This is an optimization exercise on Yosys and OpenROAD, whose aim is small area, not a production implementation.
Only simulation tests tie the RTL to the original design; equivalence was not proved.
Power figures rest on the tool's default switching activity, not on a simulated workload.

--- flow/config.mk ---
export PLATFORM = sky130hd
export DESIGN_NAME = traffic_lights
export DESIGN_NICKNAME = traffic_lights
export VERILOG_FILES = /design/flow/design.v
export SDC_FILE = /design/flow/constraint.sdc
export NUM_CORES = 4
export LEC_CHECK = 0
export CAP_MARGIN = 20
export CORE_MARGIN = 2
export CORE_UTILIZATION = 40
export SLEW_MARGIN = 20
--- flow/constraint.sdc ---
create_clock -name core_clock -period 10.0 [get_ports {clk_i}]
set_input_delay 2.0000 -clock core_clock [delete_from_list [all_inputs] [get_ports {clk_i}]]
set_output_delay 2.0000 -clock core_clock [all_outputs]
set_load 0.01 [all_outputs]
--- flow/design.v ---
module traffic_lights #(
  parameter BLINK_HALF_PERIOD_MS  = 2,
  parameter BLINK_GREEN_TIME_TICK = 5,
  parameter RED_YELLOW_MS         = 10,
  parameter WIDTH                 = 16
) (
  input  logic               clk_i,           
  input  logic               srst_i,          
  input  logic [2:0]         cmd_type_i,      
  input  logic               cmd_valid_i,     
  input  logic [WIDTH-1:0]   cmd_data_i,      
  output logic               red_o,           
  output logic               yellow_o,        
  output logic               green_o          
);
typedef struct packed {
  logic [WIDTH-1:0] green_time;
  logic [WIDTH-1:0] yellow_time;
  logic [WIDTH-1:0] red_time;
} light_time;
localparam COUNT_TICK_SIZE        = $clog2(BLINK_GREEN_TIME_TICK);
localparam COUNT_HALF_PERIOD_SIZE = $clog2(BLINK_HALF_PERIOD_MS);
localparam COUNT_RED_YELLOW_SIZE  = $clog2(RED_YELLOW_MS);
localparam COUNT_WIDTH            = $clog2(WIDTH);
logic [COUNT_TICK_SIZE-1:0]        counter_tick;
logic [COUNT_HALF_PERIOD_SIZE-1:0] counter_half_period;
logic [COUNT_RED_YELLOW_SIZE-1:0]  counter_red_yellow;
logic [WIDTH-1:0]                  counter_width;
logic                              half_for_tick;
light_time                         time_entity;
enum logic [2:0] {
  NORMAL_CMD       = 3'd0,     
  SHUTDOWN_CMD     = 3'd1,     
  NOTRANSITION_CMD = 3'd2,     
  SET_GREEN_CMD    = 3'd3,     
  SET_RED_CMD      = 3'd4,     
  SET_YELLOW_CMD   = 3'd5      
} command;
enum logic [1:0] {
  IDLE_M,            
  NORMAL_M,          
  NOTRANSITION_M     
} mode, next_mode;
enum logic [2:0] {
  RED_S,             
  RED_YELLOW_S,      
  GREEN_S,           
  GREEN_BLINK_S,     
  YELLOW_S,          
  YELLOW_BLINK_S     
} state, next_state;
always_comb
  begin
    next_mode = mode;
    case( mode )
      IDLE_M:
        begin
          if( cmd_valid_i )
            case ( cmd_type_i )
              NORMAL_CMD      : next_mode = NORMAL_M;
              NOTRANSITION_CMD: next_mode = NOTRANSITION_M;
              default         : next_mode = IDLE_M;
            endcase
        end
      NORMAL_M:
        begin
          if( cmd_valid_i )
            case ( cmd_type_i )
              SHUTDOWN_CMD    : next_mode = IDLE_M;
              NOTRANSITION_CMD: next_mode = NOTRANSITION_M;
              default         : next_mode = NORMAL_M;
            endcase
        end
      NOTRANSITION_M:
        begin
          if( cmd_valid_i )
            case ( cmd_type_i )
              SHUTDOWN_CMD :  next_mode = IDLE_M;
              NORMAL_CMD   :  next_mode = NORMAL_M;
              default:        next_mode = NOTRANSITION_M;
            endcase
        end
      default:
        begin
          next_mode = IDLE_M;
        end
    endcase
  end
always_ff @( posedge clk_i )
  if( srst_i )   
    mode <= IDLE_M;
    else 
      mode <= next_mode;
always_ff @( posedge clk_i )
  if ( srst_i )
    begin
      time_entity.green_time  <= '0;
      time_entity.red_time    <= '0;
      time_entity.yellow_time <= '0;
    end
    else
      if( cmd_valid_i && mode == NOTRANSITION_M )
        begin
          case ( cmd_type_i )
            SET_GREEN_CMD : time_entity.green_time  <= ( cmd_data_i ) ? cmd_data_i : (WIDTH)'(1);
            SET_RED_CMD   : time_entity.red_time    <= ( cmd_data_i ) ? cmd_data_i : (WIDTH)'(1);
            SET_YELLOW_CMD: time_entity.yellow_time <= ( cmd_data_i ) ? cmd_data_i : (WIDTH)'(1);
          endcase
        end
always_comb
  begin
    next_state = state;
    case( mode )
      IDLE_M:
        begin
          if( cmd_valid_i )
            case ( cmd_type_i )
              NORMAL_CMD      : next_state = RED_S;
              NOTRANSITION_CMD: next_state = YELLOW_BLINK_S;
              default:
                begin
                end
            endcase
        end
      NORMAL_M:
        begin
          if( cmd_valid_i )
            case ( cmd_type_i )
              NOTRANSITION_CMD: next_state = YELLOW_BLINK_S;
              default: 
                begin
                end
            endcase
          case ( state )
            RED_S:
                if ( counter_width == time_entity.red_time - 1 )
                  next_state = RED_YELLOW_S;
            RED_YELLOW_S:
                if ( counter_red_yellow == RED_YELLOW_MS - 1 )
                  next_state = GREEN_S;
            GREEN_S:
                if ( counter_width == time_entity.green_time - 1 )
                  next_state = GREEN_BLINK_S;
            GREEN_BLINK_S:
                if ( counter_tick == BLINK_GREEN_TIME_TICK - 1 && half_for_tick && counter_half_period )
                  next_state = YELLOW_S;
            YELLOW_S:
                if ( counter_width == time_entity.yellow_time - 1 )
                  next_state = RED_S;
            default: 
                next_state = RED_S;
          endcase
        end
      NOTRANSITION_M:
        begin
          if( cmd_valid_i )
            case ( cmd_type_i )
              NORMAL_CMD: next_state = RED_S;
              default:
                begin
                end
            endcase
        end
    endcase
  end
always_ff @( posedge clk_i )
  state <= next_state;
always_ff @ ( posedge clk_i )
  begin
    if ( srst_i )
      begin
        red_o    <= 1'b0;
        green_o  <= 1'b0;
        yellow_o <= 1'b0;
      end
      else
        if ( next_mode != IDLE_M )
          begin
            if ( mode != NOTRANSITION_M && next_mode == NOTRANSITION_M )
              begin
                red_o    <= 1'b0;
                green_o  <= 1'b0;
                yellow_o <= 1'b1;
              end
            case( next_state )
            RED_S:
              begin
                red_o    <= 1'b1;
                green_o  <= 1'b0;
                yellow_o <= 1'b0;
              end
            RED_YELLOW_S:
              begin
                yellow_o <= 1'b1;
              end
            GREEN_S:
              begin
                red_o    <= 1'b0;
                green_o  <= 1'b1;
                yellow_o <= 1'b0;
              end
            GREEN_BLINK_S:              
              begin
                if ( counter_half_period == BLINK_HALF_PERIOD_MS - 1 ) green_o <= ~green_o;  
              end
            YELLOW_S:
              begin
                green_o  <= 1'b0;
                yellow_o <= 1'b1;
              end
            YELLOW_BLINK_S: 
              begin
                if ( counter_half_period == BLINK_HALF_PERIOD_MS - 1 ) yellow_o <= ~yellow_o;
              end
            default:
              begin
                red_o    <= 1'b0;
                green_o  <= 1'b0;
                yellow_o <= 1'b0;
              end
          endcase
          end
        else
          begin
            red_o    <= 1'b0;
            green_o  <= 1'b0;
            yellow_o <= 1'b0;
          end
  end
always_ff @( posedge clk_i )
  begin
    if ( srst_i )
      counter_tick <= 1'b0;
      else
        if ( next_mode == NORMAL_M && mode != NORMAL_M )
          counter_tick <= 1'b0;
      else
        if ( counter_tick == BLINK_GREEN_TIME_TICK - 1 && half_for_tick && counter_half_period )
          counter_tick <= 1'b0;
      else 
        if ( mode == NORMAL_M && counter_half_period == BLINK_HALF_PERIOD_MS - 1 && half_for_tick && state == GREEN_BLINK_S )
          counter_tick <= counter_tick + (COUNT_TICK_SIZE)'(1);
      else 
        if ( mode == NOTRANSITION_M && counter_half_period == BLINK_HALF_PERIOD_MS - 1 && half_for_tick && state == YELLOW_BLINK_S )
          counter_tick <= counter_tick + (COUNT_TICK_SIZE)'(1);
  end
always_ff @( posedge clk_i )
  begin
    if ( srst_i )
      half_for_tick <= 1'b0;
      else
        if ( next_state == GREEN_BLINK_S && state != GREEN_BLINK_S )
          half_for_tick <= 1'b0;
      else
        if ( counter_half_period == BLINK_HALF_PERIOD_MS - 1 )
          half_for_tick <= ~half_for_tick;
  end
always_ff @( posedge clk_i )
  begin
    if ( srst_i )
      counter_half_period <= 1'b0;
      else
        if ( ( next_mode == NORMAL_M  && mode != NORMAL_M ) || ( next_mode == NOTRANSITION_M && mode != NOTRANSITION_M ) )
          counter_half_period <= 1'b0;
      else
        if ( counter_half_period == BLINK_HALF_PERIOD_MS - 1 )
          counter_half_period <= 1'b0;
      else 
        if ( mode == NOTRANSITION_M && state == YELLOW_BLINK_S )
          counter_half_period <= counter_half_period + (COUNT_HALF_PERIOD_SIZE)'(1);
      else 
        if ( mode == NORMAL_M && state == GREEN_BLINK_S )
          counter_half_period <= counter_half_period + (COUNT_HALF_PERIOD_SIZE)'(1);
  end
always_ff @( posedge clk_i )
  begin
    if ( srst_i )
      counter_red_yellow <= 1'b0;
      else  
        if ( next_state == RED_YELLOW_S && state != RED_YELLOW_S )
          counter_red_yellow <= 1'b0;
      else
        if ( counter_red_yellow == RED_YELLOW_MS - 1 )
          counter_red_yellow <= 1'b0;
      else 
        if ( mode == NORMAL_M && state == RED_YELLOW_S )
          counter_red_yellow <= counter_red_yellow + (COUNT_RED_YELLOW_SIZE)'(1);
  end
always_ff @( posedge clk_i )
  begin
    if ( srst_i )
      counter_width <= 1'b0;
      else  
        if ( ( next_state == RED_S && state != RED_S ) || ( next_state == GREEN_S  && state != GREEN_S ) || ( next_state == YELLOW_S  && state != YELLOW_S ) )
          counter_width <= 1'b0;
      else
        if ( state == RED_S && counter_width == time_entity.red_time - 1 )
          counter_width <= 1'b0;
      else
        if ( state == GREEN_S && counter_width == time_entity.green_time - 1 )
          counter_width <= 1'b0;
      else
        if ( state == YELLOW_S && counter_width == time_entity.yellow_time - 1 )
          counter_width <= 1'b0;
      else 
        if ( mode == NORMAL_M && ( state == RED_S || state == GREEN_S || state == YELLOW_S ) )
          counter_width <= counter_width + (COUNT_WIDTH)'(1);
  end
endmodule
--- flow/run.sh ---
#!/bin/bash
# synth_recipe.tcl (not shown) runs the flow's synth.tcl, then flattens the netlist and writes it again
# the make line also repeats each setting of config.mk as NAME=value (left out here)
make -C /OpenROAD-flow-scripts/flow DESIGN_CONFIG=/design/flow/config.mk WORK_HOME=/design/flow/orfs CLKGATE_MAP_FILE= SYNTH_SCRIPT=/design/flow/synth_recipe.tcl finish
==> run summary <==
==> sequential cells by signal, indices dropped and copies added (netlist names), 2 cells and up <==
register and count:
counter_red_yellow 4, counter_tick 3, counter_width 16, mode 2
state 3, time_entity 48
==> cell families (layout without fill, tap and decap cells) <==
group | count (synthesis) | in the layout
compound gates | 126 | 126
xor+xnor | 76 | 76
fa+ha+maj | 8 | 8
buf+inv | 68 | 56
flops | 81 | 81
mux | 24 | 24
simple gates | 329 | 329
==> final timing paths <==
kind	startpoint	to	cells after the start
worst min register to register	time_entity[40]$_SDFFE_PP0P_	time_entity[40]$_SDFFE_PP0P_	2
worst max register to register	time_entity[18]$_SDFFE_PP0P_	counter_width[3]$_SDFFE_PP0P_	10
worst max-delay path	cmd_type_i[0]	counter_width[1]$_SDFFE_PP0P_	10
worst min-delay path	time_entity[40]$_SDFFE_PP0P_	time_entity[40]$_SDFFE_PP0P_	2
==> metrics by stage <==
stage                     utilization (%)  area, µm²
after floorplan                         -       5510
after global placement               43.2       5770
after detailed placement             43.2       5770
after CTS                            45.5       6070
after global routing                 45.6       6080
final                                45.6       6080
==> power by group <==
| group | internal [W] | switching (W) | total (W) |
|---|---|---|---|
| registers | 0.000326 | 0.00000711 | 0.000333 |
| logic | 0.0000290 | 0.0000514 | 0.0000803 |
| clock network | 0.000215 | 0.000127 | 0.000342 |
| total | 0.000570 | 0.000185 | 0.000755 |
==> cell type report <==
class / instances / share of cell area (%)
Tap cell: 176 / 3.62
Clock inverter: 4 / 1.15
Inverter: 17 / 1.05
Timing Repair Buffer: 25 / 3.99
Clock buffer: 10 / 3.76
Multi-Input combinational cell: 563 / 59.8
Sequential cell: 81 / 26.7
==> routing by layer <==
layer	wire [µm]	vias to the layer above	part of all wire, %
li1	-	2482	-
met1	6900	2385	45
met2	7270	135	48
met3	759	25	5.0
met4	360	0	2.4
met5	0	-	0
==> worst min-delay path, stage by stage (launching register included) <==
cell,delay (ns)
dfxtp_1,0.32
nand2_1,0.06
a21oi_1,0.05
==> cell usage after synthesis, drive strengths merged, types with 3 or more instances <==
| library cell | n | area [µm²] |
|---|---|---|
| o211ai | 3 | 22.5 |
| or3 | 11 | 68.8 |
| nor4b | 3 | 32.5 |
| buf | 8 | 51.3 |
| a311oi | 3 | 43.8 |
| nor2 | 67 | 251 |
| nor2b | 11 | 68.8 |
| nor4 | 19 | 153 |
| o31ai | 4 | 30.0 |
| nand4b | 5 | 43.8 |
| xnor2 | 47 | 412 |
| inv | 17 | 63.8 |
| nor3b | 5 | 37.5 |
| nand4 | 13 | 81.3 |
| a21oi | 47 | 239 |
| nor3 | 41 | 262 |
| clkbuf | 43 | 161 |
| o21ai | 20 | 100 |
| and3 | 3 | 18.8 |
| a211oi | 12 | 90.1 |
| mux2i | 22 | 220 |
| o2111ai | 3 | 26.3 |
| or4 | 8 | 63.8 |
| nand3b | 5 | 37.5 |
| xor2 | 29 | 254 |
| a2111oi | 3 | 32.5 |
| dfxtp | 81 | 1620 |
| o21a | 3 | 22.5 |
| or4b | 4 | 40.0 |
| or2 | 4 | 25.0 |
| ha | 8 | 100 |
| nand3 | 10 | 50.1 |
| nand2b | 12 | 75.1 |
| nand2 | 101 | 379 |
==> impl_metrics.py <==
metrics = {
    "status": {
        "outcome": "no timing/DRC/antenna violations",
    },
    "sta": {
        "whs_ns": 0.481,
        "slew_violations": 0,
        "setup_viol": 0,
        "timing.final.crit_period_ns": 5.33,
        "rsz0062_at_grt": "no",
        "fin_skew_ns": 0.00725,
        "setup_ws_ns": 4.67,
        "period_share_pct": 53.3,
        "tns_ns": 0,
        "max_clock_freq_mhz": 188,
        "slew_headroom_pct": 30.7,
        "tightest_slew_ns": 1.03,
        "hold_viol_final": 0,
    },
    "critical_path": {
        "cp_data_arrival_time_ns": 5.52,
        "crit_family": "simple AND/OR/NAND/NOR gates",
        "r2r_slack_ns": 5.59,
        "critical_path.max_fanout": 16,
        "path_buf_inv": 2,
        "crit_type": "primary input to register",
        "endpoint_kind": "register",
        "crit_chain": "clkdlybuf4s50_1 -> nor3b_1 -> a21oi_1 -> nor2_1 -> o2111ai_1 -> o221a_2 -> a311oi_4 -> inv_2 -> nor3_4 -> nor4b_1",
        "cpPeakStageDelay_ns": 0.85,
        "critPathSlowestCell": "nor3b_1",
        "cp.required_ns": 10.18,
        "cp-start-kind": "primary input",
    },
    "clock_tree": {
        "hold_buffers": 0,
        "post-cts-setup-buffer-count": 0,
        "cts_tree": "done",
        "clockBufferDepth": 2,
        "cts-buffers-inserted": 9,
        "clkLatencyLatePin_ns": 0.34,
        "htree_levels": 3,
        "clock-sinks": 81,
        "clockRootBuffer": "clkbuf_16",
        "cts_resized": 0,
        "path_clk_slew_ns": 0.06,
    },
    "logic_synthesis": {
        "muxShareOfSynthArea_pct": 4.41,
        "synth-xor-area-share_pct": 12.1,
        "synth-edff-count": 0,
        "synthCells": 712,
        "synth_area_um2": 5510,
        "yosysUniqueCellTypes": 73,
        "synth_adder_area_share_pct": 1.82,
        "yosysWarnings": 1,
        "syn_nets": 742,
        "synth_flop_cell": "dfxtp_1",
        "async_flop_share_pct": 0,
        "synth_seq_area_share_pct": 29.4,
        "yosys.area_share.simple_pct": 31.7,
        "synth_area_per_cell_um2": 7.73,
        "ys_ff_latch": 81,
        "synth_compound_area_share_pct": 15.5,
        "synth_top_family_by_area": "simple AND/OR/NAND/NOR gates",
    },
    "global_routing": {
        "grt_max_degree": 57,
        "use_met3_pct": 3.85,
        "grt_pass1_vias": 4698,
        "grt_util_met2_pct": 35.4,
        "grt.total_usage_pct": 21.6,
        "top_usage_layer": "met2",
        "use_met1_pct": 28.7,
        "grt.overflow.total": 0,
        "antenna_found_initial": 0,
        "grt_pass1_wl_um": 24700,
    },
    "cells_and_area": {
        "mostFrequentLayoutCells": "nand2_1 (101), dfxtp_1 (81), nor2_1 (66)",
        "final_common_cell": "nand2_1",
        "nFillCells": 1323,
        "nets": 727,
        "final_cells": 876,
        "seq_area_um2": 1620,
        "multi_input_area_um2": 3640,
        "drive_gt1_share_pct": 7.29,
        "diodes": 0,
        "syn_to_final_growth_pct": 10.5,
    },
    "placement": {
        "dp_cells": 862,
        "io_buffers": 24,
        "place_ws_ns": 4.40,
        "globalplace.congestion": 0.907,
        "place.detailed.hpwl_um": 11300,
    },
    "routing": {
        "final_antenna_net_count": 0,
        "drc_errors": 0,
        "vias": 5027,
        "firstDrtPassIters": 5,
        "viasPerCell": 5.74,
        "drt-wirelength-per-cell_um": 17.5,
        "totalWireLength_um": 15300,
        "drt_iter0_drc": 295,
    },
    "min_path": {
        "hold_path_class": "register to register",
    },
    "die": {
        "die_h_um": 121,
        "die_area_um2": 14700,
        "fp.dieW_um": 121,
        "start_util_pct": 41.3,
        "core_area_um2": 13300,
        "num_rows": 42,
        "io_pins": 25,
    },
    "power": {
        "ir_drop_v": 0.0000960,
        "p_per_area_nw_per_um2": 124,
        "power.total_w": 0.000755,
        "cellLeakagePower_nw": 2.17,
    },
    "run": {
        "drv_cap": 0,
    },
}

-- separate check: timing with driven ports --
How much do the figures lean on ideal ports? The routed layout below was timed once more, with nothing changed but the port constraints.
Step 1 (the two cells are an assumption about what drives the block):
set clk [get_ports {clk_i}]
set_driving_cell -lib_cell sky130_fd_sc_hd__clkbuf_16 $clk
set_driving_cell -lib_cell sky130_fd_sc_hd__buf_2 [delete_from_list [all_inputs] $clk]
Step 2, shift: input delay + t, output delay - t, t = (earliest + latest rising clock arrival at the registers) / 2. This alone moves slack from input paths to output paths.
a / b / c = ideal / step 1 / step 2; a / b = the first two.
t, ns: 0.376
slack for setup (ns): 4.668 / 4.686 / 4.310
clock arrival spread, ns: 0.007 / 0.007
After both steps setup and hold are still met in this run. The setup slack of this run moves by +0.018 ns with the drivers and by -0.358 ns with both steps.
